From an optimization exercise on the open Yosys and OpenROAD flow, aimed at small area; shortcuts taken in it are not production practice.
Where RTL was checked, it was by simulation tests only, not by an equivalence proof against the original.
Power and IR drop assume default switching activity.

Setup of run a:
Design crypto_dimension, start of the top module:
module crypto_dimension(
    input clk,
    input btns,
    input btnr,
    input btnd,
    input btnl,
    input btnu,
    input rst,
    input echo,
    input [15:0] sw,
    output led16_b,
    output led16_g,
    output led16_r,
    output led17_b,
    output led17_g,
    output led17_r,
    output trig,
    output [15:0] Led,
    output wire [7:0] seg,
    output wire [7:0] an
);
    wire [10:0] good_data;
    wire [3:0] dist_m;
    wire [5:0] dist_ft;
    wire [8:0] dist_in;
    wire s, r, d, l, u, d_long;
    wire r_next, l_next;
    wire [10:0] cm_next;
    wire [3:0] m_next;
    wire [5:0] ft_next;
    wire [8:0] in_next;
    reg rst_seen;
    reg [2:0] offset;
    reg [1:0] dat;
    reg [15:0] pw;
    reg auth;
    reg [15:0] enc_mask;
    reg [1:0] units;
    reg [1:0] dimension;
    reg [1:0] measurements_left;
    reg [1:0] dimension_id;
    reg [10:0] dim0, dim1, dim2;
    reg [1:0] l16;       
    reg l17_blue;        
    reg [6:0] storage_id;
    reg storage_full;
    reg [6:0] current;
    reg orig_valid;
    reg [18:0] orig_data;
    reg [18:0] sec_data;
    reg [18:0] first_data;
    reg [18:0] prev_data;
    reg prev_fetch;
    reg [18:0] hist_val;
    reg [1899:0] ring;
    reg [6:0] rot;
    reg pend_a;          
    reg pend_b;          
    reg [6:0] pend_slot;     
    reg [18:0] mul_lo;
    assign Led = sw & {16{auth}};
    assign led16_b = l16[1];
    assign led16_g = l16[0];
  ...
For scale: roughly 2,200 flip-flops, roughly 63 I/O pins, ~0.068 mm2 of cells after synthesis.
Settings: LEC_CHECK=0, ABC_AREA=1, CAP_MARGIN=20, CORE_MARGIN=2, CORE_UTILIZATION=40, CTS_CLUSTER_DIAMETER=60, CTS_CLUSTER_SIZE=24, SLEW_MARGIN=20; clock period 250.0 ns.
run.sh (not shown) runs the stock make flow with config.mk's settings and CLKGATE_MAP_FILE= SYNTH_SCRIPT=/design/flow/synth_recipe.tcl, a recipe that flattens the netlist after the stock synthesis.
Run a went all the way through synthesis, placement and routing and the layout is clean on timing, DRC and antenna.
For run b, these inputs were changed with respect to run a:
- changing CTS_CLUSTER_SIZE from 24 to 30
- changing CTS_CLUSTER_DIAMETER from 60 to 80
[summary]
Run b against run a: number of non-filler instances in the completed layout down 0.64%; path depth of the worst reg2reg path saw an increase; sequential share of layout area up 0.78 points. Clock network power consumption, run b and run a: higher on run a. Run b: routed wire length lower than run a. Taking run a over run b, the power ratio works out to 1.05.
No functional check of the RTL was part of any run of this note.

* * *

Another version of the RTL of crypto_dimension (not shown whole).
For scale: ~5,100 cells after synthesis, ~60,000 µm² of cells after synthesis.
Settings: LEC_CHECK=0, ABC_AREA=1, CAP_MARGIN=0, CORE_MARGIN=2, CORE_UTILIZATION=60, PLACE_DENSITY=0.72, SLEW_MARGIN=0; clock period 250.0 ns.
standard.sh (not shown) runs the stock make flow with config.mk's settings and CLKGATE_MAP_FILE= SYNTH_SCRIPT=/design/flow/synth_recipe.tcl, a recipe that flattens the netlist after the stock synthesis.
==> flow/flow/run.sh <==
#!/bin/bash
# Own layout flow:
#  1. the standard synthesis (standard.sh synth), unchanged;
#  2. its combinational logic mapped again for area with Yosys and ABC
#     (remap.tcl, remap.abc); every register and tie cell stays as it is;
#  3. the standard layout from floorplan to finish on that netlist, with
#     the clock tree built without dummy loads (CTS_ARGS).
# Each tool's output goes to a log file of its own in the work folder.
set -euo pipefail
WORK=$(pwd)
RES=$WORK/orfs/results/$FLOW_PLATFORM/crypto_dimension/base
PLAT=$FLOW_HOME/platforms/$FLOW_PLATFORM

bash standard.sh synth > 1_synth_standard.log 2>&1
cp "$RES/1_2_yosys.v" "$WORK/1_2_yosys_standard.v"

export REMAP_LIB=$PLAT/lib/sky130_fd_sc_hd__tt_025C_1v80.lib
export REMAP_IN=$WORK/1_2_yosys_standard.v
export REMAP_TOP=$FLOW_TOP
export REMAP_ABC=$WORK/flow/remap.abc
export REMAP_OUT=$RES/1_2_yosys.v
export REMAP_DONT_USE="$(sed -n '/DONT_USE_CELLS += /,/^$/p' "$PLAT/config.mk" | tr -d '\\' | sed 's/export DONT_USE_CELLS += //' | tr '\n' ' ')"
yosys -c flow/remap.tcl > 1_remap.log 2>&1
rm -f "$RES/1_synth.odb" "$RES/1_synth.sdc"

# plain buffers on the ports (the delay cells the default picks are larger)
export BUFFER_PORTS_ARGS="-buffer_cell sky130_fd_sc_hd__buf_1"
export CTS_ARGS="-sink_clustering_enable -repair_clock_nets -sink_clustering_size 22 -sink_clustering_max_diameter 55 -buf_list sky130_fd_sc_hd__clkbuf_8 -dont_use_dummy_load"
bash standard.sh > 2_layout.log 2>&1
==> flow/flow/remap.abc <==
strash
&get -n
&fraig -x
&put
dch -f
amap
mfs2
strash
dch -f
amap
topo
Other scripts of this flow, unchanged in this note and not shown: flow/flow/remap.tcl
Then changed:
--- a/flow/flow/run.sh
+++ b/flow/flow/run.sh
@@ -28 +28 @@
-export CTS_ARGS="-sink_clustering_enable -repair_clock_nets -sink_clustering_size 22 -sink_clustering_max_diameter 55 -buf_list sky130_fd_sc_hd__clkbuf_8 -dont_use_dummy_load"
+export CTS_ARGS="-sink_clustering_enable -repair_clock_nets -sink_clustering_size 21 -sink_clustering_max_diameter 55 -buf_list sky130_fd_sc_hd__clkbuf_8 -dont_use_dummy_load"
==> flow/flow/remap.abc (replaced) <==
strash
&get -n
&deepsyn -T 120
&put
dch -f
amap -m -F 4 -A 8
mfs2
strash
dch -f
amap -m -F 4 -A 8
topo
Settings changed: CORE_UTILIZATION 60 to 70, PLACE_DENSITY 0.72 to 0.82.
Power climbs slightly; global-route usage climbs by 5.6 points; routed wire length climbs by a few percent; design area drops slightly; via count drops slightly; sequential cell count is unchanged.
Then changed:
==> flow/flow/remap.abc (replaced) <==
strash
&get -n
&fraig -x
&put
dch -f
amap
mfs2
strash
dch -f
amap
topo
Settings changed: CORE_UTILIZATION 70 to 60, PLACE_DENSITY 0.82 to 0.72.
Effect: Non-clock buffer count came out higher by 6; global-route usage came out lower by 5.6 points; setup slack gains 0.10 ns; core utilization came out lower by 10 points; sequential power hardly moves; maximum frequency hardly moves; final cell count came out higher by 7.0%; synthesized area came out higher by 1.3%; critical path depth is unchanged; sequential share of layout area came out lower by 1.3 points; power hardly moves.
Then changed:
--- a/flow/flow/run.sh
+++ b/flow/flow/run.sh
@@ -28 +28 @@
-export CTS_ARGS="-sink_clustering_enable -repair_clock_nets -sink_clustering_size 21 -sink_clustering_max_diameter 55 -buf_list sky130_fd_sc_hd__clkbuf_8 -dont_use_dummy_load"
+export CTS_ARGS="-sink_clustering_enable -repair_clock_nets -sink_clustering_size 20 -sink_clustering_max_diameter 50 -buf_list sky130_fd_sc_hd__clkbuf_8 -dont_use_dummy_load"
==> flow/flow/remap.abc (replaced) <==
strash
&get -n
&deepsyn -T 120
&put
dch -f
amap -m -F 4 -A 8
mfs2
strash
dch -f
amap -m -F 4 -A 8
topo
Fmax is about the same.
Setup slack is worse by 0.12 ns.
Cell count came out lower by 3.2%.
Count of clock-buffer cells in the layout rose by 13.
Sequential share of layout area rises by 0.73 points.
Then changed:
==> flow/flow/remap.abc (replaced) <==
strash
&get -n
&fraig -x
&put
dch -f
amap
mfs2
strash
dch -f
amap
topo
Result:
- core utilization came out higher by 0.43 points
- count of clock-buffer cells in the layout fell by 3
- combinational power fell by a little under a tenth
- final area goes up slightly
- worst setup slack gets better by 0.11 ns
- clock skew barely changes
- routed wire length shrinks slightly
- sequential power is about the same
- fmax is about the same
- sequential cell count stays the same
- power went down slightly

* * *

crypto_dimension, a different RTL version from the one above (not shown whole).
Size: roughly 4900 cells after synthesis, ~63 I/O pins, roughly 0.059 mm2 of cells after synthesis.
==> flow/design.v (excerpt) <==
module crypto_dimension(
    input clk,
    input btns,
    input btnr,
    input btnd,
    input btnl,
    input btnu,
    input rst,
    input echo,
    input [15:0] sw,
    output led16_b,
    output led16_g,
    output led16_r,
    output led17_b,
    output led17_g,
    output led17_r,
    output trig,
    output [15:0] Led,
    output wire [7:0] seg,
    output wire [7:0] an
);
    wire [10:0] good_data;
    wire [3:0] dist_m;
    wire [5:0] dist_ft;
    wire [8:0] dist_in;
    wire s, r, d, l, u, d_long;
    wire r_next, l_next;
    reg rst_seen;
    reg [2:0] offset;
    reg [1:0] dat;
    reg [15:0] pw;
    reg auth;
    reg [15:0] enc_mask;
    reg [1:0] units;
    reg [1:0] dimension;
    reg [1:0] measurements_left;
    reg [1:0] dimension_id;
    reg [10:0] dim0, dim1, dim2;
    reg [1:0] l16;       
    reg l17_blue;        
    localparam [2:0] SEL_ZERO = 3'd0, SEL_A = 3'd1, SEL_B = 3'd2,
                     SEL_ORIG = 3'd3, SEL_SEC = 3'd4, SEL_FIRST = 3'd5;
    reg [6:0] storage_id;
    reg storage_full;
    reg [6:0] current;
    reg [18:0] orig_data;
    reg [18:0] sec_data;
    reg [18:0] first_data;
    reg [18:0] buf_a;
    reg [18:0] buf_b;
    reg [2:0] disp_sel;
    reg [2:0] next_sel;
    reg next_fetch;      
    reg [1880:0] ring;   
    reg [6:0] rot;
    reg pend_a;          
    reg pend_b;          
    reg [6:0] pend_slot;     
    reg [18:0] mul_lo;
    assign Led = sw & {16{auth}};
    assign led16_b = l16[1];
    assign led16_g = l16[0];
    assign led16_r = 1'b0;
    assign led17_b = (|l16) & l17_blue;
    assign led17_g = (|l16) & ~l17_blue;
    assign led17_r = 1'b0;
    function [18:0] mul19x11;
        input [18:0] x;
        input [10:0] y;
        reg [18:0] s, cy, pp, t, negs;
        reg [11:0] ye;
        reg one, two, neg, cc;
        integer i, j;
        begin
            ye = {y, 1'b0};
            s = 0;
            cy = 0;
            negs = 0;
            for (i = 0; i < 6; i = i + 1) begin
                one = ye[2*i] ^ ye[2*i+1];
                if (i < 5) begin
  ...
Settings: LEC_CHECK=0, ABC_AREA=1, CAP_MARGIN=0, CORE_MARGIN=2, CORE_UTILIZATION=60, PLACE_DENSITY=0.72, SLEW_MARGIN=0; clock period 250.0 ns.
==> flow/flow/run.sh <==
#!/bin/bash
# Own layout flow:
#  1. the standard synthesis (standard.sh synth), unchanged;
#  2. its combinational logic mapped again for area with Yosys and ABC
#     (remap.tcl, remap.abc); every register and tie cell stays as it is;
#  3. the standard layout from floorplan to finish on that netlist, with
#     the clock tree built without dummy loads (CTS_ARGS).
# Each tool's output goes to a log file of its own in the work folder.
set -euo pipefail
WORK=$(pwd)
RES=$WORK/orfs/results/$FLOW_PLATFORM/crypto_dimension/base
PLAT=$FLOW_HOME/platforms/$FLOW_PLATFORM

bash standard.sh synth > 1_synth_standard.log 2>&1
cp "$RES/1_2_yosys.v" "$WORK/1_2_yosys_standard.v"

export REMAP_LIB=$PLAT/lib/sky130_fd_sc_hd__tt_025C_1v80.lib
export REMAP_IN=$WORK/1_2_yosys_standard.v
export REMAP_TOP=$FLOW_TOP
export REMAP_ABC=$WORK/flow/remap.abc
export REMAP_OUT=$RES/1_2_yosys.v
export REMAP_DONT_USE="$(sed -n '/DONT_USE_CELLS += /,/^$/p' "$PLAT/config.mk" | tr -d '\\' | sed 's/export DONT_USE_CELLS += //' | tr '\n' ' ')"
yosys -c flow/remap.tcl > 1_remap.log 2>&1
rm -f "$RES/1_synth.odb" "$RES/1_synth.sdc"

# plain buffers on the ports (the delay cells the default picks are larger)
export BUFFER_PORTS_ARGS="-buffer_cell sky130_fd_sc_hd__buf_1"
export CTS_ARGS="-repair_clock_nets -buf_list sky130_fd_sc_hd__clkbuf_8 -dont_use_dummy_load"
bash standard.sh > 2_layout.log 2>&1
==> flow/flow/remap.abc <==
strash
&get -n
&deepsyn -T 120
&put
dch -f
amap -m -F 4 -A 8
mfs2
strash
dch -f
amap -m -F 4 -A 8
topo
==> flow/flow/remap.tcl <==
# Re-map the combinational logic of the standard synthesis netlist for area.
# Every register and tie cell is kept as it is (same instance, name and cell).
yosys -import
set lib $::env(REMAP_LIB)
read_liberty -ignore_miss_func $lib
read_verilog -noblackbox $::env(REMAP_IN)
hierarchy -top $::env(REMAP_TOP)
# the sequential and tie cells stay as they are
blackbox =sky130_fd_sc_hd__*df* =sky130_fd_sc_hd__*dl* =sky130_fd_sc_hd__conb_*
setattr -set keep 1 t:sky130_fd_sc_hd__*df* t:sky130_fd_sc_hd__*dl* t:sky130_fd_sc_hd__conb_*
flatten
opt_clean -purge
opt_expr
opt_clean -purge
set du {}
foreach c $::env(REMAP_DONT_USE) { lappend du -dont_use $c }
abc -liberty $lib {*}$du -script $::env(REMAP_ABC)
opt_clean -purge
splitnets
opt_clean -purge
hilomap -singleton -hicell sky130_fd_sc_hd__conb_1 HI -locell sky130_fd_sc_hd__conb_1 LO
insbuf -buf sky130_fd_sc_hd__buf_4 A X
opt_clean -purge
select -module $::env(REMAP_TOP)
stat -liberty $lib
write_verilog -noattr -nohex -nodec -selected $::env(REMAP_OUT)
The baseline passed the timing, design-rule and antenna checks.
Next try:
--- a/flow/flow/run.sh
+++ b/flow/flow/run.sh
@@ -26,4 +26,4 @@
 # plain buffers on the ports (the delay cells the default picks are larger)
 export BUFFER_PORTS_ARGS="-buffer_cell sky130_fd_sc_hd__buf_1"
-export CTS_ARGS="-repair_clock_nets -buf_list sky130_fd_sc_hd__clkbuf_8 -dont_use_dummy_load"
+export CTS_ARGS="-sink_clustering_enable -sink_clustering_levels 1 -repair_clock_nets -sink_clustering_size 21 -sink_clustering_max_diameter 55 -buf_list sky130_fd_sc_hd__clkbuf_8 -dont_use_dummy_load"
 bash standard.sh > 2_layout.log 2>&1
- count of clock-buffer cells in the layout fell by 138
- clock power fell by 29%
- sequential cell count stays the same
- via count fell by 2.6%
Next try:
--- a/flow/flow/run.sh
+++ b/flow/flow/run.sh
@@ -26,4 +26,4 @@
 # plain buffers on the ports (the delay cells the default picks are larger)
 export BUFFER_PORTS_ARGS="-buffer_cell sky130_fd_sc_hd__buf_1"
-export CTS_ARGS="-sink_clustering_enable -sink_clustering_levels 1 -repair_clock_nets -sink_clustering_size 21 -sink_clustering_max_diameter 55 -buf_list sky130_fd_sc_hd__clkbuf_8 -dont_use_dummy_load"
+export CTS_ARGS="-sink_clustering_enable -repair_clock_nets -sink_clustering_size 21 -sink_clustering_max_diameter 55 -buf_list sky130_fd_sc_hd__clkbuf_8 -dont_use_dummy_load"
 bash standard.sh > 2_layout.log 2>&1
GPL_TIMING_DRIVEN = 0   (was not set)
=> The new run passed the timing, design-rule and antenna checks. Power stays flat. First-iteration DRC count went down by a few percent. Setup slack degrades by 0.015 ns. Sequential power hardly moves. Cell area goes up slightly. Routed wire length decreases slightly. Synthesized area does not change.

==> separate check: timing with driven ports <==
How much do the figures lean on ideal ports? The routed layouts below were timed once more, with nothing changed but the port constraints. Step 1 assumes that a clkbuf_16 drives the clock port and a buf_2 every other input. Step 2, shift: input delay + t, output delay - t, t = (earliest + latest rising clock arrival at the registers) / 2. This alone moves slack from input paths to output paths. a / b / c = ideal / step 1 / step 2; a / b = the first two.
| run | t (ns) | setup WS [ns] | clock arrival spread, ns | pins driven straight from the clock port |
|---|---|---|---|---|
| run a | 0.856 | 148.752 / 148.722 / 148.722 | 0.041 / 0.040 | 1 |
| run b | 0.830 | 148.753 / 148.723 / 148.723 | 0.062 / 0.062 | 1 |
| the first run of note 2 | 0.859 | 149.512 / 149.487 / 149.487 | 0.096 / 0.096 | 1 |
| the second run of note 2 | 0.862 | 149.409 / 149.385 / 149.385 | 0.136 / 0.136 | 1 |
| the third run of note 2 | 0.849 | 149.512 / 149.487 / 149.487 | 0.117 / 0.117 | 1 |
| the fourth run of note 2 | 0.857 | 149.397 / 149.363 / 149.363 | 0.119 / 0.119 | 1 |
| the fifth run of note 2 | 0.858 | 149.509 / 149.486 / 149.486 | 0.125 / 0.125 | 1 |
| the first run of note 3 | 0.912 | 149.482 / 149.459 / 149.459 | 0.074 / 0.074 | 1 |
| the second run of note 3 | 0.845 | 149.492 / 149.467 / 149.467 | 0.132 / 0.132 | 1 |
| the third run of note 3 | 0.855 | 149.477 / 149.445 / 149.445 | 0.140 / 0.140 | 1 |
After both steps every run listed still meets setup and hold. For the fourth run of note 2, which loses most, drivers alone change the setup slack by -0.034 ns; drivers and shift together by -0.034 ns.
